This design comes from an exercise in tuning for small area, a short achievable clock period and few clock cycles per item on the open sky130 flow, not from production work.
Function was not checked in any run shown here: the RTL went through the layout flow alone.
Power and IR drop assume default switching activity.

## flow/design.v

```verilog
module ma_blk9(a, b, al, bl, hs, bg, bt);
  input [8:0] a, b;
  input al, bl;
  output [8:0] hs;
  output bg, bt;
  wire [8:0] x = a ^ b;
  wire [8:0] y = {a[7:0] & b[7:0], al & bl};
  wire [8:0] gp = x & y, tp = x | y, h = x ^ y;
  wire p0_1g = gp[1] | (tp[1] & gp[0]);
  wire p0_1t = tp[1] & tp[0];
  wire p0_3g = gp[3] | (tp[3] & gp[2]);
  wire p0_3t = tp[3] & tp[2];
  wire p0_5g = gp[5] | (tp[5] & gp[4]);
  wire p0_5t = tp[5] & tp[4];
  wire p0_7g = gp[7] | (tp[7] & gp[6]);
  wire p0_7t = tp[7] & tp[6];
  wire p1_2g = gp[2] | (tp[2] & p0_1g);
  wire p1_2t = tp[2] & p0_1t;
  wire p1_3g = p0_3g | (p0_3t & p0_1g);
  wire p1_3t = p0_3t & p0_1t;
  wire p1_6g = gp[6] | (tp[6] & p0_5g);
  wire p1_6t = tp[6] & p0_5t;
  wire p1_7g = p0_7g | (p0_7t & p0_5g);
  wire p1_7t = p0_7t & p0_5t;
  wire p2_4g = gp[4] | (tp[4] & p1_3g);
  wire p2_4t = tp[4] & p1_3t;
  wire p2_5g = p0_5g | (p0_5t & p1_3g);
  wire p2_5t = p0_5t & p1_3t;
  wire p2_6g = p1_6g | (p1_6t & p1_3g);
  wire p2_6t = p1_6t & p1_3t;
  wire p2_7g = p1_7g | (p1_7t & p1_3g);
  wire p2_7t = p1_7t & p1_3t;
  wire p3_8g = gp[8] | (tp[8] & p2_7g);
  wire p3_8t = tp[8] & p2_7t;
  assign hs[0] = h[0];
  assign hs[1] = h[1] ^ gp[0];
  assign hs[2] = h[2] ^ p0_1g;
  assign hs[3] = h[3] ^ p1_2g;
  assign hs[4] = h[4] ^ p1_3g;
  assign hs[5] = h[5] ^ p2_4g;
  assign hs[6] = h[6] ^ p2_5g;
  assign hs[7] = h[7] ^ p2_6g;
  assign hs[8] = h[8] ^ p2_7g;
  assign bg = p3_8g;
  assign bt = p3_8t;
endmodule
module mb_blk9(hs, cb, r);
  input [8:0] hs;
  input cb;
  output [8:0] r;
  wire f0_1 = hs[1] & hs[0];
  wire f0_3 = hs[3] & hs[2];
  wire f0_5 = hs[5] & hs[4];
  wire f0_7 = hs[7] & hs[6];
  wire f1_2 = hs[2] & f0_1;
  wire f1_3 = f0_3 & f0_1;
  wire f1_6 = hs[6] & f0_5;
  wire f1_7 = f0_7 & f0_5;
  wire f2_4 = hs[4] & f1_3;
  wire f2_5 = f0_5 & f1_3;
  wire f2_6 = f1_6 & f1_3;
  wire f2_7 = f1_7 & f1_3;
  wire f3_8 = hs[8] & f2_7;
  assign r[0] = hs[0] ^ cb;
  assign r[1] = hs[1] ^ (cb & hs[0]);
  assign r[2] = hs[2] ^ (cb & f0_1);
  assign r[3] = hs[3] ^ (cb & f1_2);
  assign r[4] = hs[4] ^ (cb & f1_3);
  assign r[5] = hs[5] ^ (cb & f2_4);
  assign r[6] = hs[6] ^ (cb & f2_5);
  assign r[7] = hs[7] ^ (cb & f2_6);
  assign r[8] = hs[8] ^ (cb & f2_7);
endmodule
module ma_blk16(a, b, al, bl, hs, bg, bt);
  input [15:0] a, b;
  input al, bl;
  output [15:0] hs;
  output bg, bt;
  wire [15:0] x = a ^ b;
  wire [15:0] y = {a[14:0] & b[14:0], al & bl};
  wire [15:0] gp = x & y, tp = x | y, h = x ^ y;
  wire p0_1g = gp[1] | (tp[1] & gp[0]);
  wire p0_1t = tp[1] & tp[0];
  wire p0_3g = gp[3] | (tp[3] & gp[2]);
  wire p0_3t = tp[3] & tp[2];
  wire p0_5g = gp[5] | (tp[5] & gp[4]);
  wire p0_5t = tp[5] & tp[4];
  wire p0_7g = gp[7] | (tp[7] & gp[6]);
  wire p0_7t = tp[7] & tp[6];
  wire p0_9g = gp[9] | (tp[9] & gp[8]);
  wire p0_9t = tp[9] & tp[8];
  wire p0_11g = gp[11] | (tp[11] & gp[10]);
  wire p0_11t = tp[11] & tp[10];
  wire p0_13g = gp[13] | (tp[13] & gp[12]);
  wire p0_13t = tp[13] & tp[12];
  wire p0_15g = gp[15] | (tp[15] & gp[14]);
  wire p0_15t = tp[15] & tp[14];
  wire p1_2g = gp[2] | (tp[2] & p0_1g);
  wire p1_2t = tp[2] & p0_1t;
  wire p1_3g = p0_3g | (p0_3t & p0_1g);
  wire p1_3t = p0_3t & p0_1t;
  wire p1_6g = gp[6] | (tp[6] & p0_5g);
  wire p1_6t = tp[6] & p0_5t;
  wire p1_7g = p0_7g | (p0_7t & p0_5g);
  wire p1_7t = p0_7t & p0_5t;
  wire p1_10g = gp[10] | (tp[10] & p0_9g);
  wire p1_10t = tp[10] & p0_9t;
  wire p1_11g = p0_11g | (p0_11t & p0_9g);
  wire p1_11t = p0_11t & p0_9t;
  wire p1_14g = gp[14] | (tp[14] & p0_13g);
  wire p1_14t = tp[14] & p0_13t;
  wire p1_15g = p0_15g | (p0_15t & p0_13g);
  wire p1_15t = p0_15t & p0_13t;
  wire p2_4g = gp[4] | (tp[4] & p1_3g);
  wire p2_4t = tp[4] & p1_3t;
  wire p2_5g = p0_5g | (p0_5t & p1_3g);
  wire p2_5t = p0_5t & p1_3t;
  wire p2_6g = p1_6g | (p1_6t & p1_3g);
  wire p2_6t = p1_6t & p1_3t;
  wire p2_7g = p1_7g | (p1_7t & p1_3g);
  wire p2_7t = p1_7t & p1_3t;
  wire p2_12g = gp[12] | (tp[12] & p1_11g);
  wire p2_12t = tp[12] & p1_11t;
  wire p2_13g = p0_13g | (p0_13t & p1_11g);
  wire p2_13t = p0_13t & p1_11t;
  wire p2_14g = p1_14g | (p1_14t & p1_11g);
  wire p2_14t = p1_14t & p1_11t;
  wire p2_15g = p1_15g | (p1_15t & p1_11g);
  wire p2_15t = p1_15t & p1_11t;
  wire p3_8g = gp[8] | (tp[8] & p2_7g);
  wire p3_8t = tp[8] & p2_7t;
  wire p3_9g = p0_9g | (p0_9t & p2_7g);
  wire p3_9t = p0_9t & p2_7t;
  wire p3_10g = p1_10g | (p1_10t & p2_7g);
  wire p3_10t = p1_10t & p2_7t;
  wire p3_11g = p1_11g | (p1_11t & p2_7g);
  wire p3_11t = p1_11t & p2_7t;
  wire p3_12g = p2_12g | (p2_12t & p2_7g);
  wire p3_12t = p2_12t & p2_7t;
  wire p3_13g = p2_13g | (p2_13t & p2_7g);
  wire p3_13t = p2_13t & p2_7t;
  wire p3_14g = p2_14g | (p2_14t & p2_7g);
  wire p3_14t = p2_14t & p2_7t;
  wire p3_15g = p2_15g | (p2_15t & p2_7g);
  wire p3_15t = p2_15t & p2_7t;
  assign hs[0] = h[0];
  assign hs[1] = h[1] ^ gp[0];
  assign hs[2] = h[2] ^ p0_1g;
  assign hs[3] = h[3] ^ p1_2g;
  assign hs[4] = h[4] ^ p1_3g;
  assign hs[5] = h[5] ^ p2_4g;
  assign hs[6] = h[6] ^ p2_5g;
  assign hs[7] = h[7] ^ p2_6g;
  assign hs[8] = h[8] ^ p2_7g;
  assign hs[9] = h[9] ^ p3_8g;
  assign hs[10] = h[10] ^ p3_9g;
  assign hs[11] = h[11] ^ p3_10g;
  assign hs[12] = h[12] ^ p3_11g;
  assign hs[13] = h[13] ^ p3_12g;
  assign hs[14] = h[14] ^ p3_13g;
  assign hs[15] = h[15] ^ p3_14g;
  assign bg = p3_15g;
  assign bt = p3_15t;
endmodule
module mb_blk16(hs, cb, r);
  input [15:0] hs;
  input cb;
  output [15:0] r;
  wire f0_1 = hs[1] & hs[0];
  wire f0_3 = hs[3] & hs[2];
  wire f0_5 = hs[5] & hs[4];
  wire f0_7 = hs[7] & hs[6];
  wire f0_9 = hs[9] & hs[8];
  wire f0_11 = hs[11] & hs[10];
  wire f0_13 = hs[13] & hs[12];
  wire f0_15 = hs[15] & hs[14];
  wire f1_2 = hs[2] & f0_1;
  wire f1_3 = f0_3 & f0_1;
  wire f1_6 = hs[6] & f0_5;
  wire f1_7 = f0_7 & f0_5;
  wire f1_10 = hs[10] & f0_9;
  wire f1_11 = f0_11 & f0_9;
  wire f1_14 = hs[14] & f0_13;
  wire f1_15 = f0_15 & f0_13;
  wire f2_4 = hs[4] & f1_3;
  wire f2_5 = f0_5 & f1_3;
  wire f2_6 = f1_6 & f1_3;
  wire f2_7 = f1_7 & f1_3;
  wire f2_12 = hs[12] & f1_11;
  wire f2_13 = f0_13 & f1_11;
  wire f2_14 = f1_14 & f1_11;
  wire f2_15 = f1_15 & f1_11;
  wire f3_8 = hs[8] & f2_7;
  wire f3_9 = f0_9 & f2_7;
  wire f3_10 = f1_10 & f2_7;
  wire f3_11 = f1_11 & f2_7;
  wire f3_12 = f2_12 & f2_7;
  wire f3_13 = f2_13 & f2_7;
  wire f3_14 = f2_14 & f2_7;
  wire f3_15 = f2_15 & f2_7;
  assign r[0] = hs[0] ^ cb;
  assign r[1] = hs[1] ^ (cb & hs[0]);
  assign r[2] = hs[2] ^ (cb & f0_1);
  assign r[3] = hs[3] ^ (cb & f1_2);
  assign r[4] = hs[4] ^ (cb & f1_3);
  assign r[5] = hs[5] ^ (cb & f2_4);
  assign r[6] = hs[6] ^ (cb & f2_5);
  assign r[7] = hs[7] ^ (cb & f2_6);
  assign r[8] = hs[8] ^ (cb & f2_7);
  assign r[9] = hs[9] ^ (cb & f3_8);
  assign r[10] = hs[10] ^ (cb & f3_9);
  assign r[11] = hs[11] ^ (cb & f3_10);
  assign r[12] = hs[12] ^ (cb & f3_11);
  assign r[13] = hs[13] ^ (cb & f3_12);
  assign r[14] = hs[14] ^ (cb & f3_13);
  assign r[15] = hs[15] ^ (cb & f3_14);
endmodule
module ma_low(a, b, x5, l0, l1, c0, c1);
  input [4:0] a, b;
  input x5;
  output [5:0] l0, l1;
  output c0, c1;
  wire [6:0] s0 = {2'b0, a} + {2'b0, b} + {1'b0, x5, 5'b0};
  wire [6:0] s1 = s0 + 7'd19;
  assign l0 = s0[5:0];
  assign l1 = s1[5:0];
  assign c0 = s0[6];
  assign c1 = s1[6];
endmodule
module ma_pre(bg, bt, pg, pt);
  input [15:0] bg, bt;
  output [15:0] pg, pt;
  wire q0_1g = bg[1] | (bt[1] & bg[0]);
  wire q0_1t = bt[1] & bt[0];
  wire q0_3g = bg[3] | (bt[3] & bg[2]);
  wire q0_3t = bt[3] & bt[2];
  wire q0_5g = bg[5] | (bt[5] & bg[4]);
  wire q0_5t = bt[5] & bt[4];
  wire q0_7g = bg[7] | (bt[7] & bg[6]);
  wire q0_7t = bt[7] & bt[6];
  wire q0_9g = bg[9] | (bt[9] & bg[8]);
  wire q0_9t = bt[9] & bt[8];
  wire q0_11g = bg[11] | (bt[11] & bg[10]);
  wire q0_11t = bt[11] & bt[10];
  wire q0_13g = bg[13] | (bt[13] & bg[12]);
  wire q0_13t = bt[13] & bt[12];
  wire q0_15g = bg[15] | (bt[15] & bg[14]);
  wire q0_15t = bt[15] & bt[14];
  wire q1_2g = bg[2] | (bt[2] & q0_1g);
  wire q1_2t = bt[2] & q0_1t;
  wire q1_3g = q0_3g | (q0_3t & q0_1g);
  wire q1_3t = q0_3t & q0_1t;
  wire q1_6g = bg[6] | (bt[6] & q0_5g);
  wire q1_6t = bt[6] & q0_5t;
  wire q1_7g = q0_7g | (q0_7t & q0_5g);
  wire q1_7t = q0_7t & q0_5t;
  wire q1_10g = bg[10] | (bt[10] & q0_9g);
  wire q1_10t = bt[10] & q0_9t;
  wire q1_11g = q0_11g | (q0_11t & q0_9g);
  wire q1_11t = q0_11t & q0_9t;
  wire q1_14g = bg[14] | (bt[14] & q0_13g);
  wire q1_14t = bt[14] & q0_13t;
  wire q1_15g = q0_15g | (q0_15t & q0_13g);
  wire q1_15t = q0_15t & q0_13t;
  assign pg[0] = bg[0];
  assign pt[0] = bt[0];
  assign pg[1] = q0_1g;
  assign pt[1] = q0_1t;
  assign pg[2] = q1_2g;
  assign pt[2] = q1_2t;
  assign pg[3] = q1_3g;
  assign pt[3] = q1_3t;
  assign pg[4] = bg[4];
  assign pt[4] = bt[4];
  assign pg[5] = q0_5g;
  assign pt[5] = q0_5t;
  assign pg[6] = q1_6g;
  assign pt[6] = q1_6t;
  assign pg[7] = q1_7g;
  assign pt[7] = q1_7t;
  assign pg[8] = bg[8];
  assign pt[8] = bt[8];
  assign pg[9] = q0_9g;
  assign pt[9] = q0_9t;
  assign pg[10] = q1_10g;
  assign pt[10] = q1_10t;
  assign pg[11] = q1_11g;
  assign pt[11] = q1_11t;
  assign pg[12] = bg[12];
  assign pt[12] = bt[12];
  assign pg[13] = q0_13g;
  assign pt[13] = q0_13t;
  assign pg[14] = q1_14g;
  assign pt[14] = q1_14t;
  assign pg[15] = q1_15g;
  assign pt[15] = q1_15t;
endmodule
module mb_carry(pg, pt, c0, c1, y, sel, cb);
  input [15:0] pg, pt;
  input c0, c1, y;
  output sel;
  output [15:0] cb;
  wire r2_4g = pg[4] | (pt[4] & pg[3]);
  wire r2_4t = pt[4] & pt[3];
  wire r2_5g = pg[5] | (pt[5] & pg[3]);
  wire r2_5t = pt[5] & pt[3];
  wire r2_6g = pg[6] | (pt[6] & pg[3]);
  wire r2_6t = pt[6] & pt[3];
  wire r2_7g = pg[7] | (pt[7] & pg[3]);
  wire r2_7t = pt[7] & pt[3];
  wire r2_12g = pg[12] | (pt[12] & pg[11]);
  wire r2_12t = pt[12] & pt[11];
  wire r2_13g = pg[13] | (pt[13] & pg[11]);
  wire r2_13t = pt[13] & pt[11];
  wire r2_14g = pg[14] | (pt[14] & pg[11]);
  wire r2_14t = pt[14] & pt[11];
  wire r2_15g = pg[15] | (pt[15] & pg[11]);
  wire r2_15t = pt[15] & pt[11];
  wire r3_8g = pg[8] | (pt[8] & r2_7g);
  wire r3_8t = pt[8] & r2_7t;
  wire r3_9g = pg[9] | (pt[9] & r2_7g);
  wire r3_9t = pt[9] & r2_7t;
  wire r3_10g = pg[10] | (pt[10] & r2_7g);
  wire r3_10t = pt[10] & r2_7t;
  wire r3_11g = pg[11] | (pt[11] & r2_7g);
  wire r3_11t = pt[11] & r2_7t;
  wire r3_12g = r2_12g | (r2_12t & r2_7g);
  wire r3_12t = r2_12t & r2_7t;
  wire r3_13g = r2_13g | (r2_13t & r2_7g);
  wire r3_13t = r2_13t & r2_7t;
  wire r3_14g = r2_14g | (r2_14t & r2_7g);
  wire r3_14t = r2_14t & r2_7t;
  wire r3_15g = r2_15g | (r2_15t & r2_7g);
  wire r3_15t = r2_15t & r2_7t;
  assign sel = y | r3_15g | (r3_15t & c1);
  wire cin = c0 | (sel & c1);
  assign cb[0] = cin;
  assign cb[1] = pg[0] | (pt[0] & cin);
  assign cb[2] = pg[1] | (pt[1] & cin);
  assign cb[3] = pg[2] | (pt[2] & cin);
  assign cb[4] = pg[3] | (pt[3] & cin);
  assign cb[5] = r2_4g | (r2_4t & cin);
  assign cb[6] = r2_5g | (r2_5t & cin);
  assign cb[7] = r2_6g | (r2_6t & cin);
  assign cb[8] = r2_7g | (r2_7t & cin);
  assign cb[9] = r3_8g | (r3_8t & cin);
  assign cb[10] = r3_9g | (r3_9t & cin);
  assign cb[11] = r3_10g | (r3_10t & cin);
  assign cb[12] = r3_11g | (r3_11t & cin);
  assign cb[13] = r3_12g | (r3_12t & cin);
  assign cb[14] = r3_13g | (r3_13t & cin);
  assign cb[15] = r3_14g | (r3_14t & cin);
endmodule
module simple_modular_adder(a,b,clk,rst,out,done);
input [255:0] a,b;
input clk,rst;
output [255:0] out;
output done;
wire [254:6] hs;
wire [15:0] bg, bt;
wire [15:0] pg, pt;
wire [5:0] l0, l1;
wire c0, c1;
ma_low u_low(.a(a[4:0]), .b(b[4:0]), .x5(a[5] ^ b[5]), .l0(l0), .l1(l1), .c0(c0), .c1(c1));
ma_blk16 u_a0(.a(a[21:6]), .b(b[21:6]), .al(a[5]), .bl(b[5]), .hs(hs[21:6]), .bg(bg[0]), .bt(bt[0]));
ma_blk16 u_a1(.a(a[37:22]), .b(b[37:22]), .al(a[21]), .bl(b[21]), .hs(hs[37:22]), .bg(bg[1]), .bt(bt[1]));
ma_blk16 u_a2(.a(a[53:38]), .b(b[53:38]), .al(a[37]), .bl(b[37]), .hs(hs[53:38]), .bg(bg[2]), .bt(bt[2]));
ma_blk16 u_a3(.a(a[69:54]), .b(b[69:54]), .al(a[53]), .bl(b[53]), .hs(hs[69:54]), .bg(bg[3]), .bt(bt[3]));
ma_blk16 u_a4(.a(a[85:70]), .b(b[85:70]), .al(a[69]), .bl(b[69]), .hs(hs[85:70]), .bg(bg[4]), .bt(bt[4]));
ma_blk16 u_a5(.a(a[101:86]), .b(b[101:86]), .al(a[85]), .bl(b[85]), .hs(hs[101:86]), .bg(bg[5]), .bt(bt[5]));
ma_blk16 u_a6(.a(a[117:102]), .b(b[117:102]), .al(a[101]), .bl(b[101]), .hs(hs[117:102]), .bg(bg[6]), .bt(bt[6]));
ma_blk16 u_a7(.a(a[133:118]), .b(b[133:118]), .al(a[117]), .bl(b[117]), .hs(hs[133:118]), .bg(bg[7]), .bt(bt[7]));
ma_blk16 u_a8(.a(a[149:134]), .b(b[149:134]), .al(a[133]), .bl(b[133]), .hs(hs[149:134]), .bg(bg[8]), .bt(bt[8]));
ma_blk16 u_a9(.a(a[165:150]), .b(b[165:150]), .al(a[149]), .bl(b[149]), .hs(hs[165:150]), .bg(bg[9]), .bt(bt[9]));
ma_blk16 u_a10(.a(a[181:166]), .b(b[181:166]), .al(a[165]), .bl(b[165]), .hs(hs[181:166]), .bg(bg[10]), .bt(bt[10]));
ma_blk16 u_a11(.a(a[197:182]), .b(b[197:182]), .al(a[181]), .bl(b[181]), .hs(hs[197:182]), .bg(bg[11]), .bt(bt[11]));
ma_blk16 u_a12(.a(a[213:198]), .b(b[213:198]), .al(a[197]), .bl(b[197]), .hs(hs[213:198]), .bg(bg[12]), .bt(bt[12]));
ma_blk16 u_a13(.a(a[229:214]), .b(b[229:214]), .al(a[213]), .bl(b[213]), .hs(hs[229:214]), .bg(bg[13]), .bt(bt[13]));
ma_blk16 u_a14(.a(a[245:230]), .b(b[245:230]), .al(a[229]), .bl(b[229]), .hs(hs[245:230]), .bg(bg[14]), .bt(bt[14]));
ma_blk9 u_a15(.a(a[254:246]), .b(b[254:246]), .al(a[245]), .bl(b[245]), .hs(hs[254:246]), .bg(bg[15]), .bt(bt[15]));
ma_pre u_p(.bg(bg), .bt(bt), .pg(pg), .pt(pt));
reg [254:6] hs_r;
reg [15:0] pg_r, pt_r;
reg [5:0] l0_r, l1_r;
reg c0_r, c1_r, y_r;
always @(posedge clk) begin
  hs_r <= hs;
  pg_r <= pg;
  pt_r <= pt;
  l0_r <= l0;
  l1_r <= l1;
  c0_r <= c0;
  c1_r <= c1;
  y_r <= a[254] & b[254];
end
wire sel;
wire [15:0] cb;
wire [254:0] r;
mb_carry u_c(.pg(pg_r), .pt(pt_r), .c0(c0_r), .c1(c1_r), .y(y_r), .sel(sel), .cb(cb));
assign r[5:0] = sel ? l1_r : l0_r;
mb_blk16 u_b0(.hs(hs_r[21:6]), .cb(cb[0]), .r(r[21:6]));
mb_blk16 u_b1(.hs(hs_r[37:22]), .cb(cb[1]), .r(r[37:22]));
mb_blk16 u_b2(.hs(hs_r[53:38]), .cb(cb[2]), .r(r[53:38]));
mb_blk16 u_b3(.hs(hs_r[69:54]), .cb(cb[3]), .r(r[69:54]));
mb_blk16 u_b4(.hs(hs_r[85:70]), .cb(cb[4]), .r(r[85:70]));
mb_blk16 u_b5(.hs(hs_r[101:86]), .cb(cb[5]), .r(r[101:86]));
mb_blk16 u_b6(.hs(hs_r[117:102]), .cb(cb[6]), .r(r[117:102]));
mb_blk16 u_b7(.hs(hs_r[133:118]), .cb(cb[7]), .r(r[133:118]));
mb_blk16 u_b8(.hs(hs_r[149:134]), .cb(cb[8]), .r(r[149:134]));
mb_blk16 u_b9(.hs(hs_r[165:150]), .cb(cb[9]), .r(r[165:150]));
mb_blk16 u_b10(.hs(hs_r[181:166]), .cb(cb[10]), .r(r[181:166]));
mb_blk16 u_b11(.hs(hs_r[197:182]), .cb(cb[11]), .r(r[197:182]));
mb_blk16 u_b12(.hs(hs_r[213:198]), .cb(cb[12]), .r(r[213:198]));
mb_blk16 u_b13(.hs(hs_r[229:214]), .cb(cb[13]), .r(r[229:214]));
mb_blk16 u_b14(.hs(hs_r[245:230]), .cb(cb[14]), .r(r[245:230]));
mb_blk9 u_b15(.hs(hs_r[254:246]), .cb(cb[15]), .r(r[254:246]));
reg [254:0] res;
reg st, dn;
always @(posedge clk) begin
  res <= r;
  st <= rst;
  dn <= st & ~rst;
end
assign out = {1'b0, res};
assign done = dn;
endmodule
```

## flow/flow/run.sh

```bash
#!/bin/bash
# Layout flow: the standard ORFS flow (standard.sh) with three changes:
#  - the port buffers are the smallest plain buffer, sky130_fd_sc_hd__buf_1, instead of
#    the delay cell buffer_ports picks by default;
#  - synthesis maps no half/full adder cells (ADDER_MAP_FILE empty), so ABC maps all the
#    combinational logic itself;
#  - slow cells with long PMOS stacks (3- and 4-input OR/NOR and some complex gates) are
#    not used.
# Registers are untouched: they come from the standard synthesis.
set -euo pipefail
export BUFFER_PORTS_ARGS="-buffer_cell sky130_fd_sc_hd__buf_1"
export ADDER_MAP_FILE=
export DONT_USE_CELLS="sky130_fd_sc_hd__nor3_1 sky130_fd_sc_hd__nor3_2 sky130_fd_sc_hd__nor3_4 sky130_fd_sc_hd__nor3b_1 sky130_fd_sc_hd__nor3b_2 sky130_fd_sc_hd__nor3b_4 sky130_fd_sc_hd__nor4_1 sky130_fd_sc_hd__nor4_2 sky130_fd_sc_hd__nor4_4 sky130_fd_sc_hd__nor4b_1 sky130_fd_sc_hd__nor4b_2 sky130_fd_sc_hd__nor4b_4 sky130_fd_sc_hd__nor4bb_1 sky130_fd_sc_hd__nor4bb_2 sky130_fd_sc_hd__nor4bb_4 sky130_fd_sc_hd__or3_1 sky130_fd_sc_hd__or3_2 sky130_fd_sc_hd__or3_4 sky130_fd_sc_hd__or3b_1 sky130_fd_sc_hd__or3b_2 sky130_fd_sc_hd__or3b_4 sky130_fd_sc_hd__or4_1 sky130_fd_sc_hd__or4_2 sky130_fd_sc_hd__or4_4 sky130_fd_sc_hd__or4b_1 sky130_fd_sc_hd__or4b_2 sky130_fd_sc_hd__or4b_4 sky130_fd_sc_hd__or4bb_1 sky130_fd_sc_hd__or4bb_2 sky130_fd_sc_hd__or4bb_4  sky130_fd_sc_hd__a2111o_1 sky130_fd_sc_hd__a2111o_2 sky130_fd_sc_hd__a2111o_4 sky130_fd_sc_hd__a2111oi_0 sky130_fd_sc_hd__a2111oi_1 sky130_fd_sc_hd__a2111oi_2 sky130_fd_sc_hd__a2111oi_4 sky130_fd_sc_hd__a222oi_1 sky130_fd_sc_hd__a2bb2o_1 sky130_fd_sc_hd__a2bb2o_2 sky130_fd_sc_hd__a2bb2o_4 sky130_fd_sc_hd__a2bb2oi_1 sky130_fd_sc_hd__a2bb2oi_2 sky130_fd_sc_hd__a2bb2oi_4 sky130_fd_sc_hd__a311o_1 sky130_fd_sc_hd__a311o_2 sky130_fd_sc_hd__a311o_4 sky130_fd_sc_hd__a311oi_1 sky130_fd_sc_hd__a311oi_2 sky130_fd_sc_hd__a311oi_4 sky130_fd_sc_hd__a32o_1 sky130_fd_sc_hd__a32o_2 sky130_fd_sc_hd__a32o_4 sky130_fd_sc_hd__a32oi_1 sky130_fd_sc_hd__a32oi_2 sky130_fd_sc_hd__a32oi_4 sky130_fd_sc_hd__a41o_1 sky130_fd_sc_hd__a41o_2 sky130_fd_sc_hd__a41o_4 sky130_fd_sc_hd__a41oi_1 sky130_fd_sc_hd__a41oi_2 sky130_fd_sc_hd__a41oi_4 sky130_fd_sc_hd__o2111a_1 sky130_fd_sc_hd__o2111a_2 sky130_fd_sc_hd__o2111a_4 sky130_fd_sc_hd__o2111ai_1 sky130_fd_sc_hd__o2111ai_2 sky130_fd_sc_hd__o2111ai_4 sky130_fd_sc_hd__o2bb2a_1 sky130_fd_sc_hd__o2bb2a_2 sky130_fd_sc_hd__o2bb2a_4 sky130_fd_sc_hd__o2bb2ai_1 sky130_fd_sc_hd__o2bb2ai_2 sky130_fd_sc_hd__o2bb2ai_4 sky130_fd_sc_hd__o311a_1 sky130_fd_sc_hd__o311a_2 sky130_fd_sc_hd__o311a_4 sky130_fd_sc_hd__o311ai_0 sky130_fd_sc_hd__o311ai_1 sky130_fd_sc_hd__o311ai_2 sky130_fd_sc_hd__o311ai_4 sky130_fd_sc_hd__o32a_1 sky130_fd_sc_hd__o32a_2 sky130_fd_sc_hd__o32a_4 sky130_fd_sc_hd__o32ai_1 sky130_fd_sc_hd__o32ai_2 sky130_fd_sc_hd__o32ai_4 sky130_fd_sc_hd__o41a_1 sky130_fd_sc_hd__o41a_2 sky130_fd_sc_hd__o41a_4 sky130_fd_sc_hd__o41ai_1 sky130_fd_sc_hd__o41ai_2 sky130_fd_sc_hd__o41ai_4 "
bash standard.sh > standard.log 2>&1
```

## flow/standard.sh

```bash
#!/bin/bash
# synth_recipe.tcl (not shown) runs the flow's synth.tcl, then flattens the netlist and writes it again
# the make line also repeats each setting of config.mk as NAME=value (left out here)
make -C /OpenROAD-flow-scripts/flow DESIGN_CONFIG=/design/flow/config.mk WORK_HOME=/design/flow/orfs CLKGATE_MAP_FILE= SYNTH_SCRIPT=/design/flow/synth_recipe.tcl "${@:-finish}"
```

## flow/config.mk

```make
export PLATFORM = sky130hd
export DESIGN_NAME = simple_modular_adder
export DESIGN_NICKNAME = simple_modular_adder
export VERILOG_FILES = /design/flow/design.v
export SDC_FILE = /design/flow/constraint.sdc
export NUM_CORES = 4
export LEC_CHECK = 0
export CAP_MARGIN = 20
export CORE_MARGIN = 2
export CORE_UTILIZATION = 40
export SLEW_MARGIN = 20
export SYNTH_HIERARCHICAL = 1
```

## flow/constraint.sdc

```tcl
create_clock -name core_clock -period 5.0 [get_ports {clk}]
set_input_delay 1.0000 -clock core_clock [delete_from_list [all_inputs] [get_ports {clk}]]
set_output_delay 1.0000 -clock core_clock [all_outputs]
set_load 0.01 [all_outputs]
```

==> impl_metrics.ini, run 1 <==
[outcome]
status = no timing/DRC/antenna violations

[clock_network]
post_cts_buffers = 0
cts_tree = built
cts_buffers = 61
clock-root-buffer = clkbuf_16
clock-sinks = 553
postCtsResizedCells = 0
cts_hold_repair.buffers = 0
clkTransAtPathRegs_ps = 60
clk_latency_ps = 610
clock_path_buffers = 3
cts_max_level = 2

[die]
die_h_um = 283.2
std_cell_rows = 102
io_pins = 771
start_util = 0.4032
die_w_um = 283.2
core-area_um2 = 77340
die_area_um2 = 80210

[power]
p_leak_nw = 13.30
fin_total_pwr_w = 0.01416
internal_power_w = 0.009542
sw_frac_of_total = 0.3260
combinationalPowerShare = 0.252
p_switching_w = 0.004616
pwr_density_cell_nw_per_um2 = 387.6
clkPwrFrac = 0.315
ir_drop_mv = 0.1826
p_seq_frac = 0.433

[global_route]
grt_max_degree = 15
grt_pass1_wl_um = 141000
grt_pass1_vias = 25055
gr-total-overflow = 0
antenna_found_initial = 45
grt_usage = 0.2219

[sta]
layout_min_cycle_time_ps = 3017
finalSetupViolCount = 0
rsz0062_at_grt = no
worstMarginPinSlew_ps = 1001
slew_headroom = 0.3254
hold_viol = 0
hold_ws_ps = 419.9
maxSlewViolCount = 0
max_freq_mhz = 331.4
fin_crit_sh = 0.6034
fin_tns_setup_ps = 0
clock-skew-final_ps = 15.04

[finish]
num-nets-final = 4574
areaGrowthSynthToFinish_pct = 17.13
fin_cells = 5169
layout-drive-gt1-share = 0.09418

[routing]
wl_per_cell_um = 18.08
dr.pass1.iters = 7
postRouteAntennaNets = 0
wirelength_um = 93470
via_per_inst = 5.197
vias = 26865
post-route-drc-count = 0
drtIter0Drc = 1151

[logic_synthesis]
synth-edff-count = 0
synth_common_cells = dfxtp_1 (553), xnor2_1 (427), nand2_1 (325)
synth_nets = 3841
yosysSeqAreaShare = 0.3550
ys.flop_type = dfxtp_1
netlist_area_um2 = 31190
synthArstFlopShare = 0
yosysWarnings = 7
syn_avg_cell_area_um2 = 9.374
synth.distinct_cells = 74
post-synth-top-count-cell = dfxtp_1
yosys_register_bits = 553
yosysTopAreaCellShare = 0.3550
yosys.area.top_type = dfxtp_1
synth_area_leaders = dfxtp_1 (35%), xnor2_1 (12%), xor2_1 (8.9%)
synth_cells = 3327

[worst_setup_path]
crit_fanout = 10
crit_path_end_kind = flip-flop
required_ps = 5520
crit-reg2reg-launch = c0_r
startpoint_type = flip-flop
path_class = flip-flop to flip-flop
startpoint = c0_r
ff2ff_path_depth = 7
arrival_ps = 3540

[placed_design]
dp.cells = 5037
place_congestion = 0.9506
portBuffers = 767
dp_hpwl_um = 78220

[worst_hold_path]
hold_depth = 1
hp-start = hs_r[213]
min_path_type = flip-flop to flip-flop

[job]
max_cap_viol_count = 0
modules after synthesis, one instance, submodules excluded:
module,cells inside,copies in the design,flops+latches
mb_carry,46,1,0
ma_blk9,87,1,0
ma_blk16,126,15,0
mb_blk9,21,1,0
ma_pre,60,1,0
simple_modular_adder,565,1,553
mb_blk16,41,15,0
ma_low,43,1,0
power by group through the flow:
stage               Clock (W)  Combinational, W  Sequential [W]
detailed placement          0           0.00357         0.00622
CTS                   0.00457           0.00359         0.00613
global placement            0           0.00356         0.00620
floorplan                   0           0.00211         0.00633
global route          0.00475           0.00391         0.00625
finish                0.00445           0.00357         0.00613
final cells by class:
class	instances	area, µm²
multi-input combinational	2621	19010
antenna	20	50.05
timing repair buffer	768	2887
sequential	553	11070
clock inverter	24	236.5
inverter	55	206.4
fill	7718	40810
tap	1040	1301
clock buffer	88	1768
registers in the layout (all words and copies together) (netlist names):
name / flops
c0_r: 1
l0_r: 6
l1_r: 6
res: 255
pg_r: 16
c1_r: 1
y_r: 1
st: 1
pt_r: 16
dn: 1
hs_r: 249
kinds of logic after synthesis:
group	after synthesis	synth area share
and+or+nand+nor	951	0.1633
muxes	6	0.002889
buffers and inverters	153	0.03547
xor gates and xnor gates	775	0.2254
DFF	553	0.3550
other	1	0.0001202
AOI/OAI and AO/OA	809	0.1913
adders and majority gates	79	0.02664
per-layer routing:
metal	track usage	share of wire	up-vias	wire [µm]
met5	0	0.0026	-	241
met4	0.09048	0.040	38	3714
met3	0.07480	0.087	221	8109
met2	0.3829	0.48	741	44880
met1	0.2501	0.39	12327	36530
li1	-	-	13538	-
final timing paths:
| kind | to | slack [ps] |
|---|---|---|
| worst max register to register | res[225] | 1980 |
| worst max-delay path | res[225] | 1980 |
| worst min-delay path | res[213] | 420 |
| worst min register to register | res[213] | 420 |
per-stage QoR:
| step | util | instance area (µm²) | setup WS [ps] |
|---|---|---|---|
| 5_1_grt | 0.4722 | 36520 | 1848 |
| 4_1_cts | 0.4717 | 36480 | 1990 |
| 3_5_place_dp | 0.4458 | 34470 | 1635 |
| 3_3_place_gp | 0.4458 | 34470 | 1637 |
| 2_1_floorplan | - | 31190 | 2156 |
| 6_report | 0.4723 | 36530 | 1983 |
layout by cell type (no fill, tap or decap), drive strengths merged, types with 19 or more instances in the layout:
cell and n:
buf 768, dfxtp 553, xnor2 457, nand2 325, xor2 318, a21oi 261, nand3 127, nor2 122
nor4 108, o21ai 102, clkbuf 88, nor3 80, maj3 79, nand4 76, a21o 68, inv 57
a31oi 50, a211oi 33, o211ai 32, o221ai 31, nand2b 30, o2111ai 30, and2 30, a311o 30
a22o 30, diode 20, and3 19, a31o 19
critical path, stage by stage, from the launching register on:
cell	delay, ps
dfxtp_1	620
nor3_2	80
nand2_1	230
a31oi_4	190
o21ai_0	830
nand4_4	360
nor4_1	410
xor2_1	190
==> run 2, diff against run 1 <==
--- a/flow/design.v
+++ b/flow/design.v
@@ -246,84 +246,84 @@
   wire q0_13t = bt[13] & bt[12];
   wire q0_15g = bg[15] | (bt[15] & bg[14]);
   wire q0_15t = bt[15] & bt[14];
-  wire q1_2g = bg[2] | (bt[2] & q0_1g);
-  wire q1_2t = bt[2] & q0_1t;
-  wire q1_3g = q0_3g | (q0_3t & q0_1g);
-  wire q1_3t = q0_3t & q0_1t;
-  wire q1_6g = bg[6] | (bt[6] & q0_5g);
-  wire q1_6t = bt[6] & q0_5t;
-  wire q1_7g = q0_7g | (q0_7t & q0_5g);
-  wire q1_7t = q0_7t & q0_5t;
-  wire q1_10g = bg[10] | (bt[10] & q0_9g);
-  wire q1_10t = bt[10] & q0_9t;
-  wire q1_11g = q0_11g | (q0_11t & q0_9g);
-  wire q1_11t = q0_11t & q0_9t;
-  wire q1_14g = bg[14] | (bt[14] & q0_13g);
-  wire q1_14t = bt[14] & q0_13t;
-  wire q1_15g = q0_15g | (q0_15t & q0_13g);
-  wire q1_15t = q0_15t & q0_13t;
   assign pg[0] = bg[0];
   assign pt[0] = bt[0];
   assign pg[1] = q0_1g;
   assign pt[1] = q0_1t;
-  assign pg[2] = q1_2g;
-  assign pt[2] = q1_2t;
-  assign pg[3] = q1_3g;
-  assign pt[3] = q1_3t;
+  assign pg[2] = bg[2];
+  assign pt[2] = bt[2];
+  assign pg[3] = q0_3g;
+  assign pt[3] = q0_3t;
   assign pg[4] = bg[4];
   assign pt[4] = bt[4];
   assign pg[5] = q0_5g;
   assign pt[5] = q0_5t;
-  assign pg[6] = q1_6g;
-  assign pt[6] = q1_6t;
-  assign pg[7] = q1_7g;
-  assign pt[7] = q1_7t;
+  assign pg[6] = bg[6];
+  assign pt[6] = bt[6];
+  assign pg[7] = q0_7g;
+  assign pt[7] = q0_7t;
   assign pg[8] = bg[8];
   assign pt[8] = bt[8];
   assign pg[9] = q0_9g;
   assign pt[9] = q0_9t;
-  assign pg[10] = q1_10g;
-  assign pt[10] = q1_10t;
-  assign pg[11] = q1_11g;
-  assign pt[11] = q1_11t;
+  assign pg[10] = bg[10];
+  assign pt[10] = bt[10];
+  assign pg[11] = q0_11g;
+  assign pt[11] = q0_11t;
   assign pg[12] = bg[12];
   assign pt[12] = bt[12];
   assign pg[13] = q0_13g;
   assign pt[13] = q0_13t;
-  assign pg[14] = q1_14g;
-  assign pt[14] = q1_14t;
-  assign pg[15] = q1_15g;
-  assign pt[15] = q1_15t;
+  assign pg[14] = bg[14];
+  assign pt[14] = bt[14];
+  assign pg[15] = q0_15g;
+  assign pt[15] = q0_15t;
 endmodule
 module mb_carry(pg, pt, c0, c1, y, sel, cb);
   input [15:0] pg, pt;
   input c0, c1, y;
   output sel;
   output [15:0] cb;
-  wire r2_4g = pg[4] | (pt[4] & pg[3]);
-  wire r2_4t = pt[4] & pt[3];
-  wire r2_5g = pg[5] | (pt[5] & pg[3]);
-  wire r2_5t = pt[5] & pt[3];
-  wire r2_6g = pg[6] | (pt[6] & pg[3]);
-  wire r2_6t = pt[6] & pt[3];
-  wire r2_7g = pg[7] | (pt[7] & pg[3]);
-  wire r2_7t = pt[7] & pt[3];
-  wire r2_12g = pg[12] | (pt[12] & pg[11]);
-  wire r2_12t = pt[12] & pt[11];
-  wire r2_13g = pg[13] | (pt[13] & pg[11]);
-  wire r2_13t = pt[13] & pt[11];
-  wire r2_14g = pg[14] | (pt[14] & pg[11]);
-  wire r2_14t = pt[14] & pt[11];
-  wire r2_15g = pg[15] | (pt[15] & pg[11]);
-  wire r2_15t = pt[15] & pt[11];
+  wire r1_2g = pg[2] | (pt[2] & pg[1]);
+  wire r1_2t = pt[2] & pt[1];
+  wire r1_3g = pg[3] | (pt[3] & pg[1]);
+  wire r1_3t = pt[3] & pt[1];
+  wire r1_6g = pg[6] | (pt[6] & pg[5]);
+  wire r1_6t = pt[6] & pt[5];
+  wire r1_7g = pg[7] | (pt[7] & pg[5]);
+  wire r1_7t = pt[7] & pt[5];
+  wire r1_10g = pg[10] | (pt[10] & pg[9]);
+  wire r1_10t = pt[10] & pt[9];
+  wire r1_11g = pg[11] | (pt[11] & pg[9]);
+  wire r1_11t = pt[11] & pt[9];
+  wire r1_14g = pg[14] | (pt[14] & pg[13]);
+  wire r1_14t = pt[14] & pt[13];
+  wire r1_15g = pg[15] | (pt[15] & pg[13]);
+  wire r1_15t = pt[15] & pt[13];
+  wire r2_4g = pg[4] | (pt[4] & r1_3g);
+  wire r2_4t = pt[4] & r1_3t;
+  wire r2_5g = pg[5] | (pt[5] & r1_3g);
+  wire r2_5t = pt[5] & r1_3t;
+  wire r2_6g = r1_6g | (r1_6t & r1_3g);
+  wire r2_6t = r1_6t & r1_3t;
+  wire r2_7g = r1_7g | (r1_7t & r1_3g);
+  wire r2_7t = r1_7t & r1_3t;
+  wire r2_12g = pg[12] | (pt[12] & r1_11g);
+  wire r2_12t = pt[12] & r1_11t;
+  wire r2_13g = pg[13] | (pt[13] & r1_11g);
+  wire r2_13t = pt[13] & r1_11t;
+  wire r2_14g = r1_14g | (r1_14t & r1_11g);
+  wire r2_14t = r1_14t & r1_11t;
+  wire r2_15g = r1_15g | (r1_15t & r1_11g);
+  wire r2_15t = r1_15t & r1_11t;
   wire r3_8g = pg[8] | (pt[8] & r2_7g);
   wire r3_8t = pt[8] & r2_7t;
   wire r3_9g = pg[9] | (pt[9] & r2_7g);
   wire r3_9t = pt[9] & r2_7t;
-  wire r3_10g = pg[10] | (pt[10] & r2_7g);
-  wire r3_10t = pt[10] & r2_7t;
-  wire r3_11g = pg[11] | (pt[11] & r2_7g);
-  wire r3_11t = pt[11] & r2_7t;
+  wire r3_10g = r1_10g | (r1_10t & r2_7g);
+  wire r3_10t = r1_10t & r2_7t;
+  wire r3_11g = r1_11g | (r1_11t & r2_7g);
+  wire r3_11t = r1_11t & r2_7t;
   wire r3_12g = r2_12g | (r2_12t & r2_7g);
   wire r3_12t = r2_12t & r2_7t;
   wire r3_13g = r2_13g | (r2_13t & r2_7g);
@@ -337,8 +337,8 @@
   assign cb[0] = cin;
   assign cb[1] = pg[0] | (pt[0] & cin);
   assign cb[2] = pg[1] | (pt[1] & cin);
-  assign cb[3] = pg[2] | (pt[2] & cin);
-  assign cb[4] = pg[3] | (pt[3] & cin);
+  assign cb[3] = r1_2g | (r1_2t & cin);
+  assign cb[4] = r1_3g | (r1_3t & cin);
   assign cb[5] = r2_4g | (r2_4t & cin);
   assign cb[6] = r2_5g | (r2_5t & cin);
   assign cb[7] = r2_6g | (r2_6t & cin);
==> run 2 against run 1 <==
Effect of this change:
- total power rose by 4.0%
- cell area rose by 1.1%
- critical path depth rose by 1
- via count barely moved
- utilization rose by 0.44 points
- sequential power barely moved
- clock skew rose by 17 ps
- first-iteration DRC count fell by 7.8%
- highest routed layer unchanged
- die area rose by 0.32%
- combinational power barely moved
- register-to-register slack improved by 70 ps
==> impl_metrics.ini, run 2 <==
[routing]
vias = 26889
via_per_inst = 5.180
wl_per_cell_um = 18.02
drtIter0Drc = 1061
postRouteAntennaNets = 0
post-route-drc-count = 0
wirelength_um = 93540
dr.pass1.iters = 6

[logic_synthesis]
yosysSeqAreaShare = 0.3538
yosys.area.top_type = dfxtp_1
ys.flop_type = dfxtp_1
synthArstFlopShare = 0
post-synth-top-count-cell = dfxtp_1
synth_nets = 3855
yosys_register_bits = 553
syn_avg_cell_area_um2 = 9.365
synth_cells = 3341
yosysTopAreaCellShare = 0.3538
synth.distinct_cells = 78
synth_common_cells = dfxtp_1 (553), xnor2_1 (427), nand2_1 (321)
netlist_area_um2 = 31290
synth_area_leaders = dfxtp_1 (35%), xnor2_1 (12%), xor2_1 (8.8%)
yosysWarnings = 7
synth-edff-count = 0

[global_route]
grt_pass1_wl_um = 141800
gr-total-overflow = 0
grt_pass1_vias = 25383
grt_max_degree = 14
antenna_found_initial = 26
grt_usage = 0.2223

[sta]
fin_tns_setup_ps = 0
layout_min_cycle_time_ps = 2948
maxSlewViolCount = 0
slew_headroom = 0.2929
worstMarginPinSlew_ps = 1057
fin_crit_sh = 0.5896
max_freq_mhz = 339.2
hold_ws_ps = 417.2
finalSetupViolCount = 0
hold_viol = 0
setup_slack_ps = 2052
rsz0062_at_grt = no
clock-skew-final_ps = 31.87

[finish]
num-nets-final = 4595
multi_input_area_um2 = 19100
layout_common_cells = buf_1 (767), dfxtp_1 (553), xnor2_1 (427), nand2_1 (321), xor2_1 (316)
largest-register = res
top_regs = res (255), hs_r (249)
largest_register_ffs = 255
mostFrequentLayoutCell = buf_1
areaGrowthSynthToFinish_pct = 18.03
seqCellArea_um2 = 11070
layout-drive-gt1-share = 0.09753
finish.utilization = 0.4767
fillers = 7744

[power]
sw_frac_of_total = 0.3231
p_seq_frac = 0.416
pwr_density_cell_nw_per_um2 = 398.7
ir_drop_mv = 0.2884
fin_total_pwr_w = 0.01472
internal_power_w = 0.009966
p_leak_nw = 13.40
p_switching_w = 0.004757
clkPwrFrac = 0.339
combinationalPowerShare = 0.244

[worst_setup_path]
cpPeakStageDelay_ps = 650
crit_path_end_kind = flip-flop
arrival_ps = 3480
path_cells = nand4_4 > o21ai_2 > a211oi_4 > buf_4 > a31oi_1 > nand4_4 > nor4_1 > xor2_1
slowest_stage = a31oi_1
reg2reg_to = res[117]
required_ps = 5530
startpoint_type = flip-flop
r2r_slack_ps = 2050
path_class = flip-flop to flip-flop
ff2ff_path_depth = 8
cp_common_cell = nand4_4
crit_fanout = 10
crit-reg2reg-launch = pt_r[1]

[clock_network]
post_cts_buffers = 0
clock-sinks = 553
cts_hold_repair.buffers = 0
cts_max_level = 3
clk_latency_ps = 610
clock-root-buffer = clkbuf_16
clock_path_buffers = 3
cts_buffers = 68
clkTransAtPathRegs_ps = 60
cts_tree = built
postCtsResizedCells = 0

[worst_hold_path]
hp-start = hs_r[69]
hold_end = res[69]
hold_depth = 1
min_path_type = flip-flop to flip-flop

[die]
die_h_um = 283.7
die_w_um = 283.7
io_pins = 771
die_area_um2 = 80470
core-area_um2 = 77470
std_cell_rows = 102
start_util = 0.4039

[placed_design]
place_ws_ps = 1682
portBuffers = 767
place_congestion = 0.9622
dp_hpwl_um = 78190

[outcome]
status = no timing/DRC/antenna violations

[job]
max_cap_viol_count = 0
[run 2: metrics by stage]
| stage | instances | cell area (µm²) |
|---|---|---|
| 6_report | 5191 | 36930 |
| 5_1_grt | 5190 | 36930 |
| 4_1_cts | 5172 | 36880 |
| 3_5_place_dp | 5051 | 34580 |
| 3_3_place_gp | 5051 | 34580 |
| 2_1_floorplan | 3341 | 31290 |
[run 2: layout make-up]
type                    instances  share of cell area
diodes                         19            0.001288
clock buffers                  98             0.05353
clock inverters                23            0.008640
inverters                      59            0.005997
multi-input cells            2630              0.5171
flip-flops and latches        553              0.2998
well taps                    1040             0.03524
repair buffers                769             0.07837
[run 2: power groups by stage]
stage	sequential, W	clock (W)	combinational (W)
global placement	0.00621	0	0.00359
floorplan	0.00633	0	0.00212
CTS	0.00613	0.00513	0.00363
finish	0.00613	0.00499	0.00360
global route	0.00624	0.00530	0.00395
detailed placement	0.00622	0	0.00361
[run 2: per-layer routing]
layer | wire length [µm] | track usage | vias up | part of all wire
met2 | 45980 | 0.3921 | 673 | 0.49
met5 | 68 | 0 | - | 0.00073
met4 | 3171 | 0.08664 | 10 | 0.034
met1 | 38360 | 0.2550 | 12420 | 0.41
li1 | - | - | 13618 | -
met3 | 5959 | 0.05868 | 168 | 0.064
[run 2: worst max-delay path, delay by kind of cell, from the launching register on]
| family | cells | cell delay [ps] |
|---|---|---|
| compound gates | 3 | 1040 |
| buf+inv | 1 | 210 |
| xor+xnor | 1 | 170 |
| simple gates | 3 | 990 |
| flops | 1 | 470 |
[run 2: logic make-up after synthesis]
logic type      after synthesis  synth area share
flops                       553            0.3538
compound gates              811            0.1910
other cells                   1         0.0001199
xor+xnor                    775            0.2246
buf+inv                     158           0.03619
fa+ha+maj                    79           0.02655
simple gates                958            0.1648
mux                           6          0.002879
[run 2: per-module statistics from Yosys, one instance, submodules excluded, excerpt]
module                cells inside  flip-flops and latches  times used  cell area [µm²]
simple_modular_adder           565                     553           1            11200
ma_blk16                       126                       0          15            915.9
mb_carry                        72                       0           1            494.2
ma_pre                          48                       0           1            351.6
ma_low                          43                       0           1            342.8
mb_blk16                        41                       0          15            296.5
mb_blk9                         21                       0           1            155.1
[run 2: how the worst max path moves through the flow]
stage | startpoint | to | slack (ps) | cells past startpoint
after detailed placement | pt_r[1] | res[178] | 1680 | 8
after CTS | pt_r[1] | res[178] | 1690 | 8
final | pt_r[1] | res[117] | 2050 | 8
after global routing | pt_r[1] | res[195] | 1740 | 8
after floorplan | b[107] | hs_r[112] | 2210 | 8
after global placement | a[197] | pt_r[11] | 1670 | 6
==> run 3, diff against run 2 <==
--- a/flow/design.v
+++ b/flow/design.v
@@ -4,45 +4,50 @@
   output [8:0] hs;
   output bg, bt;
   wire [8:0] x = a ^ b;
-  wire [8:0] y = {a[7:0] & b[7:0], al & bl};
-  wire [8:0] gp = x & y, tp = x | y, h = x ^ y;
-  wire p0_1g = gp[1] | (tp[1] & gp[0]);
-  wire p0_1t = tp[1] & tp[0];
-  wire p0_3g = gp[3] | (tp[3] & gp[2]);
-  wire p0_3t = tp[3] & tp[2];
-  wire p0_5g = gp[5] | (tp[5] & gp[4]);
-  wire p0_5t = tp[5] & tp[4];
-  wire p0_7g = gp[7] | (tp[7] & gp[6]);
-  wire p0_7t = tp[7] & tp[6];
-  wire p1_2g = gp[2] | (tp[2] & p0_1g);
-  wire p1_2t = tp[2] & p0_1t;
+  wire [8:0] g = a & b;
+  wire gl = al & bl;
+  wire [8:0] y = {g[7:0], gl};
+  wire p0_1g = g[0] | (x[0] & gl);
+  wire p0_1t = x[0] & 1'b0;
+  wire p0_3g = g[2] | (x[2] & g[1]);
+  wire p0_3t = x[2] & x[1];
+  wire p0_5g = g[4] | (x[4] & g[3]);
+  wire p0_5t = x[4] & x[3];
+  wire p0_7g = g[6] | (x[6] & g[5]);
+  wire p0_7t = x[6] & x[5];
+  wire p0_9g = g[8] | (x[8] & g[7]);
+  wire p0_9t = x[8] & x[7];
+  wire p1_2g = g[1] | (x[1] & p0_1g);
+  wire p1_2t = x[1] & p0_1t;
   wire p1_3g = p0_3g | (p0_3t & p0_1g);
   wire p1_3t = p0_3t & p0_1t;
-  wire p1_6g = gp[6] | (tp[6] & p0_5g);
-  wire p1_6t = tp[6] & p0_5t;
+  wire p1_6g = g[5] | (x[5] & p0_5g);
+  wire p1_6t = x[5] & p0_5t;
   wire p1_7g = p0_7g | (p0_7t & p0_5g);
   wire p1_7t = p0_7t & p0_5t;
-  wire p2_4g = gp[4] | (tp[4] & p1_3g);
-  wire p2_4t = tp[4] & p1_3t;
+  wire p2_4g = g[3] | (x[3] & p1_3g);
+  wire p2_4t = x[3] & p1_3t;
   wire p2_5g = p0_5g | (p0_5t & p1_3g);
   wire p2_5t = p0_5t & p1_3t;
   wire p2_6g = p1_6g | (p1_6t & p1_3g);
   wire p2_6t = p1_6t & p1_3t;
   wire p2_7g = p1_7g | (p1_7t & p1_3g);
   wire p2_7t = p1_7t & p1_3t;
-  wire p3_8g = gp[8] | (tp[8] & p2_7g);
-  wire p3_8t = tp[8] & p2_7t;
-  assign hs[0] = h[0];
-  assign hs[1] = h[1] ^ gp[0];
-  assign hs[2] = h[2] ^ p0_1g;
-  assign hs[3] = h[3] ^ p1_2g;
-  assign hs[4] = h[4] ^ p1_3g;
-  assign hs[5] = h[5] ^ p2_4g;
-  assign hs[6] = h[6] ^ p2_5g;
-  assign hs[7] = h[7] ^ p2_6g;
-  assign hs[8] = h[8] ^ p2_7g;
-  assign bg = p3_8g;
-  assign bt = p3_8t;
+  wire p3_8g = g[7] | (x[7] & p2_7g);
+  wire p3_8t = x[7] & p2_7t;
+  wire p3_9g = p0_9g | (p0_9t & p2_7g);
+  wire p3_9t = p0_9t & p2_7t;
+  assign hs[0] = x[0] ^ gl;
+  assign hs[1] = x[1] ^ p0_1g;
+  assign hs[2] = x[2] ^ p1_2g;
+  assign hs[3] = x[3] ^ p1_3g;
+  assign hs[4] = x[4] ^ p2_4g;
+  assign hs[5] = x[5] ^ p2_5g;
+  assign hs[6] = x[6] ^ p2_6g;
+  assign hs[7] = x[7] ^ p2_7g;
+  assign hs[8] = x[8] ^ p3_8g;
+  assign bg = p3_9g & ~g[8];
+  assign bt = &(x | y);
 endmodule
 module mb_blk9(hs, cb, r);
   input [8:0] hs;
@@ -77,58 +82,59 @@
   output [15:0] hs;
   output bg, bt;
   wire [15:0] x = a ^ b;
-  wire [15:0] y = {a[14:0] & b[14:0], al & bl};
-  wire [15:0] gp = x & y, tp = x | y, h = x ^ y;
-  wire p0_1g = gp[1] | (tp[1] & gp[0]);
-  wire p0_1t = tp[1] & tp[0];
-  wire p0_3g = gp[3] | (tp[3] & gp[2]);
-  wire p0_3t = tp[3] & tp[2];
-  wire p0_5g = gp[5] | (tp[5] & gp[4]);
-  wire p0_5t = tp[5] & tp[4];
-  wire p0_7g = gp[7] | (tp[7] & gp[6]);
-  wire p0_7t = tp[7] & tp[6];
-  wire p0_9g = gp[9] | (tp[9] & gp[8]);
-  wire p0_9t = tp[9] & tp[8];
-  wire p0_11g = gp[11] | (tp[11] & gp[10]);
-  wire p0_11t = tp[11] & tp[10];
-  wire p0_13g = gp[13] | (tp[13] & gp[12]);
-  wire p0_13t = tp[13] & tp[12];
-  wire p0_15g = gp[15] | (tp[15] & gp[14]);
-  wire p0_15t = tp[15] & tp[14];
-  wire p1_2g = gp[2] | (tp[2] & p0_1g);
-  wire p1_2t = tp[2] & p0_1t;
+  wire [15:0] g = a & b;
+  wire gl = al & bl;
+  wire [15:0] y = {g[14:0], gl};
+  wire p0_1g = g[0] | (x[0] & gl);
+  wire p0_1t = x[0] & 1'b0;
+  wire p0_3g = g[2] | (x[2] & g[1]);
+  wire p0_3t = x[2] & x[1];
+  wire p0_5g = g[4] | (x[4] & g[3]);
+  wire p0_5t = x[4] & x[3];
+  wire p0_7g = g[6] | (x[6] & g[5]);
+  wire p0_7t = x[6] & x[5];
+  wire p0_9g = g[8] | (x[8] & g[7]);
+  wire p0_9t = x[8] & x[7];
+  wire p0_11g = g[10] | (x[10] & g[9]);
+  wire p0_11t = x[10] & x[9];
+  wire p0_13g = g[12] | (x[12] & g[11]);
+  wire p0_13t = x[12] & x[11];
+  wire p0_15g = g[14] | (x[14] & g[13]);
+  wire p0_15t = x[14] & x[13];
+  wire p1_2g = g[1] | (x[1] & p0_1g);
+  wire p1_2t = x[1] & p0_1t;
   wire p1_3g = p0_3g | (p0_3t & p0_1g);
   wire p1_3t = p0_3t & p0_1t;
-  wire p1_6g = gp[6] | (tp[6] & p0_5g);
-  wire p1_6t = tp[6] & p0_5t;
+  wire p1_6g = g[5] | (x[5] & p0_5g);
+  wire p1_6t = x[5] & p0_5t;
   wire p1_7g = p0_7g | (p0_7t & p0_5g);
   wire p1_7t = p0_7t & p0_5t;
-  wire p1_10g = gp[10] | (tp[10] & p0_9g);
-  wire p1_10t = tp[10] & p0_9t;
+  wire p1_10g = g[9] | (x[9] & p0_9g);
+  wire p1_10t = x[9] & p0_9t;
   wire p1_11g = p0_11g | (p0_11t & p0_9g);
   wire p1_11t = p0_11t & p0_9t;
-  wire p1_14g = gp[14] | (tp[14] & p0_13g);
-  wire p1_14t = tp[14] & p0_13t;
+  wire p1_14g = g[13] | (x[13] & p0_13g);
+  wire p1_14t = x[13] & p0_13t;
   wire p1_15g = p0_15g | (p0_15t & p0_13g);
   wire p1_15t = p0_15t & p0_13t;
-  wire p2_4g = gp[4] | (tp[4] & p1_3g);
-  wire p2_4t = tp[4] & p1_3t;
+  wire p2_4g = g[3] | (x[3] & p1_3g);
+  wire p2_4t = x[3] & p1_3t;
   wire p2_5g = p0_5g | (p0_5t & p1_3g);
   wire p2_5t = p0_5t & p1_3t;
   wire p2_6g = p1_6g | (p1_6t & p1_3g);
   wire p2_6t = p1_6t & p1_3t;
   wire p2_7g = p1_7g | (p1_7t & p1_3g);
   wire p2_7t = p1_7t & p1_3t;
-  wire p2_12g = gp[12] | (tp[12] & p1_11g);
-  wire p2_12t = tp[12] & p1_11t;
+  wire p2_12g = g[11] | (x[11] & p1_11g);
+  wire p2_12t = x[11] & p1_11t;
   wire p2_13g = p0_13g | (p0_13t & p1_11g);
   wire p2_13t = p0_13t & p1_11t;
   wire p2_14g = p1_14g | (p1_14t & p1_11g);
   wire p2_14t = p1_14t & p1_11t;
   wire p2_15g = p1_15g | (p1_15t & p1_11g);
   wire p2_15t = p1_15t & p1_11t;
-  wire p3_8g = gp[8] | (tp[8] & p2_7g);
-  wire p3_8t = tp[8] & p2_7t;
+  wire p3_8g = g[7] | (x[7] & p2_7g);
+  wire p3_8t = x[7] & p2_7t;
   wire p3_9g = p0_9g | (p0_9t & p2_7g);
   wire p3_9t = p0_9t & p2_7t;
   wire p3_10g = p1_10g | (p1_10t & p2_7g);
@@ -143,24 +149,26 @@
   wire p3_14t = p2_14t & p2_7t;
   wire p3_15g = p2_15g | (p2_15t & p2_7g);
   wire p3_15t = p2_15t & p2_7t;
-  assign hs[0] = h[0];
-  assign hs[1] = h[1] ^ gp[0];
-  assign hs[2] = h[2] ^ p0_1g;
-  assign hs[3] = h[3] ^ p1_2g;
-  assign hs[4] = h[4] ^ p1_3g;
-  assign hs[5] = h[5] ^ p2_4g;
-  assign hs[6] = h[6] ^ p2_5g;
-  assign hs[7] = h[7] ^ p2_6g;
-  assign hs[8] = h[8] ^ p2_7g;
-  assign hs[9] = h[9] ^ p3_8g;
-  assign hs[10] = h[10] ^ p3_9g;
-  assign hs[11] = h[11] ^ p3_10g;
-  assign hs[12] = h[12] ^ p3_11g;
-  assign hs[13] = h[13] ^ p3_12g;
-  assign hs[14] = h[14] ^ p3_13g;
-  assign hs[15] = h[15] ^ p3_14g;
-  assign bg = p3_15g;
-  assign bt = p3_15t;
+  wire p4_16g = g[15] | (x[15] & p3_15g);
+  wire p4_16t = x[15] & p3_15t;
+  assign hs[0] = x[0] ^ gl;
+  assign hs[1] = x[1] ^ p0_1g;
+  assign hs[2] = x[2] ^ p1_2g;
+  assign hs[3] = x[3] ^ p1_3g;
+  assign hs[4] = x[4] ^ p2_4g;
+  assign hs[5] = x[5] ^ p2_5g;
+  assign hs[6] = x[6] ^ p2_6g;
+  assign hs[7] = x[7] ^ p2_7g;
+  assign hs[8] = x[8] ^ p3_8g;
+  assign hs[9] = x[9] ^ p3_9g;
+  assign hs[10] = x[10] ^ p3_10g;
+  assign hs[11] = x[11] ^ p3_11g;
+  assign hs[12] = x[12] ^ p3_12g;
+  assign hs[13] = x[13] ^ p3_13g;
+  assign hs[14] = x[14] ^ p3_14g;
+  assign hs[15] = x[15] ^ p3_15g;
+  assign bg = p4_16g & ~g[15];
+  assign bt = &(x | y);
 endmodule
 module mb_blk16(hs, cb, r);
   input [15:0] hs;
--- a/flow/config.mk
+++ b/flow/config.mk
@@ -8,5 +8,6 @@
 export CAP_MARGIN = 20
 export CORE_MARGIN = 2
 export CORE_UTILIZATION = 40
+export SETUP_SLACK_MARGIN = 2.0
 export SLEW_MARGIN = 20
 export SYNTH_HIERARCHICAL = 1
==> run 3 against run 2 <==
Effect of this change:
- still clean on timing, DRC and antenna
- sequential share of layout area increased by 0.92 points
- clock skew decreased by 6.3 ps
- non-clock buffer count increased by 1
- clock-buffer cell count decreased by 14
- first-iteration DRC count increased by 61%
- critical path depth decreased by 1
- combinational power decreased by 4%
- critical endpoint is now res[132]
- largest power group unchanged
==> impl_metrics.ini, run 3 <==
[outcome]
status = no timing/DRC/antenna violations

[die]
io_pins = 771
core-area_um2 = 74320
start_util = 0.4029
die_area_um2 = 77060
die_h_um = 277.6
die_w_um = 277.6
std_cell_rows = 100

[worst_setup_path]
cp_num_buf_inv = 0
path_class = flip-flop to flip-flop
cpPeakStageDelay_ps = 740
crit_path_end_kind = flip-flop
cp_top_family = compound AO/OA/AOI/OAI gates
required_ps = 5490
crit_fanout = 10
path_cells = a21oi_2 > o21ai_4 > nand4_4 > a32oi_1 > nand4_4 > nor4_1 > xor2_1
cp_common_cell = nand4_4
slowest_stage = a32oi_1
startpoint_type = flip-flop
arrival_ps = 3520

[sta]
fin_tns_setup_ps = 0
max_freq_mhz = 330.8
maxSlewViolCount = 0
rsz0062_at_grt = yes
clock-skew-final_ps = 25.55
layout_min_cycle_time_ps = 3023
finalSetupViolCount = 0
setup_slack_ps = 1977
slew_headroom = 0.4515
hold_viol = 0
worstMarginPinSlew_ps = 818.9
fin_crit_sh = 0.6046

[logic_synthesis]
ys.flop_type = dfxtp_1
synth_area_leaders = dfxtp_1 (37%), xnor2_1 (13%), xor2_1 (8.7%)
synth.distinct_cells = 73
yosys_register_bits = 553
synth-edff-count = 0
synth_cells = 3357
yosysWarnings = 7
yosys.area.top_type = dfxtp_1
post-synth-top-count-cell = dfxtp_1
netlist_area_um2 = 29940
yosysSeqAreaShare = 0.3697
synthArstFlopShare = 0
yosysTopAreaCellShare = 0.3697
synth_nets = 3871
synth_common_cells = dfxtp_1 (553), xnor2_1 (457), xor2_1 (299)
syn_avg_cell_area_um2 = 8.919

[routing]
postRouteAntennaNets = 0
drtIter0Drc = 1711
post-route-drc-count = 0
wl_per_cell_um = 18.85
drt-met1-wl_um = 39510
vias = 27162
wl_met3_um = 7696
dr.max_layer_used = met5
dr.pass1.iters = 5
via_per_inst = 5.280
met2WireLength_um = 45920
wirelength_um = 96970

[global_route]
gr-total-overflow = 0
antenna_found_initial = 35
grt_pass1_wl_um = 145600
grt_usage = 0.2398
grt_max_degree = 16
grt_pass1_vias = 25323

[worst_hold_path]
min_path_type = flip-flop to flip-flop

[power]
ir_drop_mv = 0.2404
sw_frac_of_total = 0.3237
combinationalPowerShare = 0.241
p_leak_nw = 13.37
pwr_density_cell_nw_per_um2 = 398.1
clkPwrFrac = 0.334
internal_power_w = 0.009647
p_switching_w = 0.004618
fin_total_pwr_w = 0.01426
p_seq_frac = 0.425

[finish]
largest_register_ffs = 255
layout_common_cells = buf_1 (767), dfxtp_1 (553), xnor2_1 (457), xor2_1 (299), nand2_1 (247)
areaGrowthSynthToFinish_pct = 19.66
num-nets-final = 4607
top_regs = res (255), hs_r (249)
mostFrequentLayoutCell = buf_1
largest-register = res
layout-drive-gt1-share = 0.06829

[placed_design]
place_congestion = 0.9872
place_ws_ps = 1654
dp_hpwl_um = 80950
portBuffers = 767

[clock_network]
clock-sinks = 553
clk_latency_ps = 630
cts_buffers = 61
cts_hold_repair.buffers = 0
cts_max_level = 2
clock_path_buffers = 3
clock-root-buffer = clkbuf_16
clkTransAtPathRegs_ps = 60
cts_tree = built

[job]
max_cap_viol_count = 0
==> run 3: logic make-up after synthesis <==
| family | share of synthesized area |
|---|---|
| xor+xnor | 0.2239 |
| mux | 0.003009 |
| simple gates | 0.1773 |
| fa+ha+maj | 0.02311 |
| buf+inv | 0.02783 |
| compound gates | 0.1751 |
| other cells | 0.0001252 |
| flops | 0.3697 |
==> run 3: per-module statistics from Yosys (local to each module, per instance) <==
module	cells	times used	area (µm²)
mb_carry	72	1	494.2
ma_low	43	1	342.8
ma_blk9	73	1	559.3
mb_blk16	41	15	296.5
ma_pre	48	1	351.6
mb_blk9	21	1	155.1
simple_modular_adder	565	1	11200
ma_blk16	128	15	825.8
==> run 3: final timing paths <==
path,slack [ps],from,endpoint,cells past startpoint
max,1980,pg_r[1],res[132],7
max reg2reg,1980,pg_r[1],res[132],7
min reg2reg,420,hs_r[213],res[213],1
min,420,hs_r[213],res[213],1
==> run 3: final cells by class <==
cell class,instances,area [µm²]
clock inverters,30,404.1
inverters,85,319.1
diodes,31,77.57
multi-input cells,2622,18090
repair buffers,770,2902
fillers,7430,38490
well taps,969,1212
clock buffers,84,1755
flip-flops and latches,553,11070
==> run 3: power groups by stage <==
stage               registers [W]  clock network, W  logic (W)
finish                    0.00606           0.00476    0.00344
global route              0.00617           0.00505    0.00376
CTS                       0.00606           0.00487    0.00344
detailed placement        0.00615                 0    0.00342
global placement          0.00613                 0    0.00341
floorplan                 0.00626                 0    0.00190
==> run 3: metrics by stage <==
| step | hold slack, ps | std cells | utilization | cell area (µm²) |
|---|---|---|---|---|
| floorplan | 409.5 | 3357 | - | 29940 |
| detailed placement | 413.5 | 4997 | 0.4512 | 33530 |
| global route | 432.8 | 5141 | 0.4820 | 35820 |
| CTS | 422.1 | 5111 | 0.4807 | 35720 |
| finish | 422.0 | 5144 | 0.4821 | 35830 |
| global placement | 411.7 | 4997 | 0.4512 | 33530 |
==> run 3: worst reg2reg max path, cell delays in order, from the launching register on <==
cell and delay, ps:
dfxtp_1 490, a21oi_2 180, o21ai_4 260, nand4_4 280, a32oi_1 750, nand4_4 340
nor4_1 480, xor2_1 110
==> run 3: what timing repair did <==
| item | 4_1_cts | 5_1_grt |
|---|---|---|
| cloned | 0 | 0 |
| setup endpoints to repair | 23 | 49 |
| setup buffers | 0 | 2 |
| resized for setup | 5 | 2 |
| pin swaps | 0 | 1 |
==> run 3: layer usage <==
layer  global-route usage  vias up
li1                     -    13506
met1               0.2847    12604
met2               0.4053      867
met3              0.06628      175
met4               0.1030       10
met5                    0        -

## separate check: timing with driven ports
How much do the figures lean on ideal ports? The routed layouts below were timed once more, with nothing changed but the port constraints. Step 1 (the two cells are an assumption about what drives the block):
set clk [get_ports {clk}]
set_driving_cell -lib_cell sky130_fd_sc_hd__clkbuf_16 $clk
set_driving_cell -lib_cell sky130_fd_sc_hd__buf_2 [delete_from_list [all_inputs] $clk]
Step 2 adds t to the input delays and takes it off the output delays; t is the mean of the earliest and latest rising clock arrival at the registers after step 1. Input paths then give back, and output paths get back, about the clock's delay inside the block. a / b / c = ideal / step 1 / step 2; a / b = the first two.
run | t (ns) | slack for setup (ns) | slew at the worst register clock pin (ns) | worst slew at a driven data input, ns | cell pins on the clock port's net
run 1 | 0.667 | 1.983 / 1.983 / 1.588 | 0.06 / 0.06 | 0.26 | 1
run 2 | 0.656 | 2.052 / 2.052 / 1.736 | 0.06 / 0.06 | 0.13 | 1
run 3 | 0.673 | 1.977 / 1.977 / 1.557 | 0.06 / 0.06 | 0.16 | 1
After both steps setup and hold are still met in every run listed. The setup slack of run 3, which loses most, moves by 0.000 ns with the drivers and by -0.420 ns with both steps.
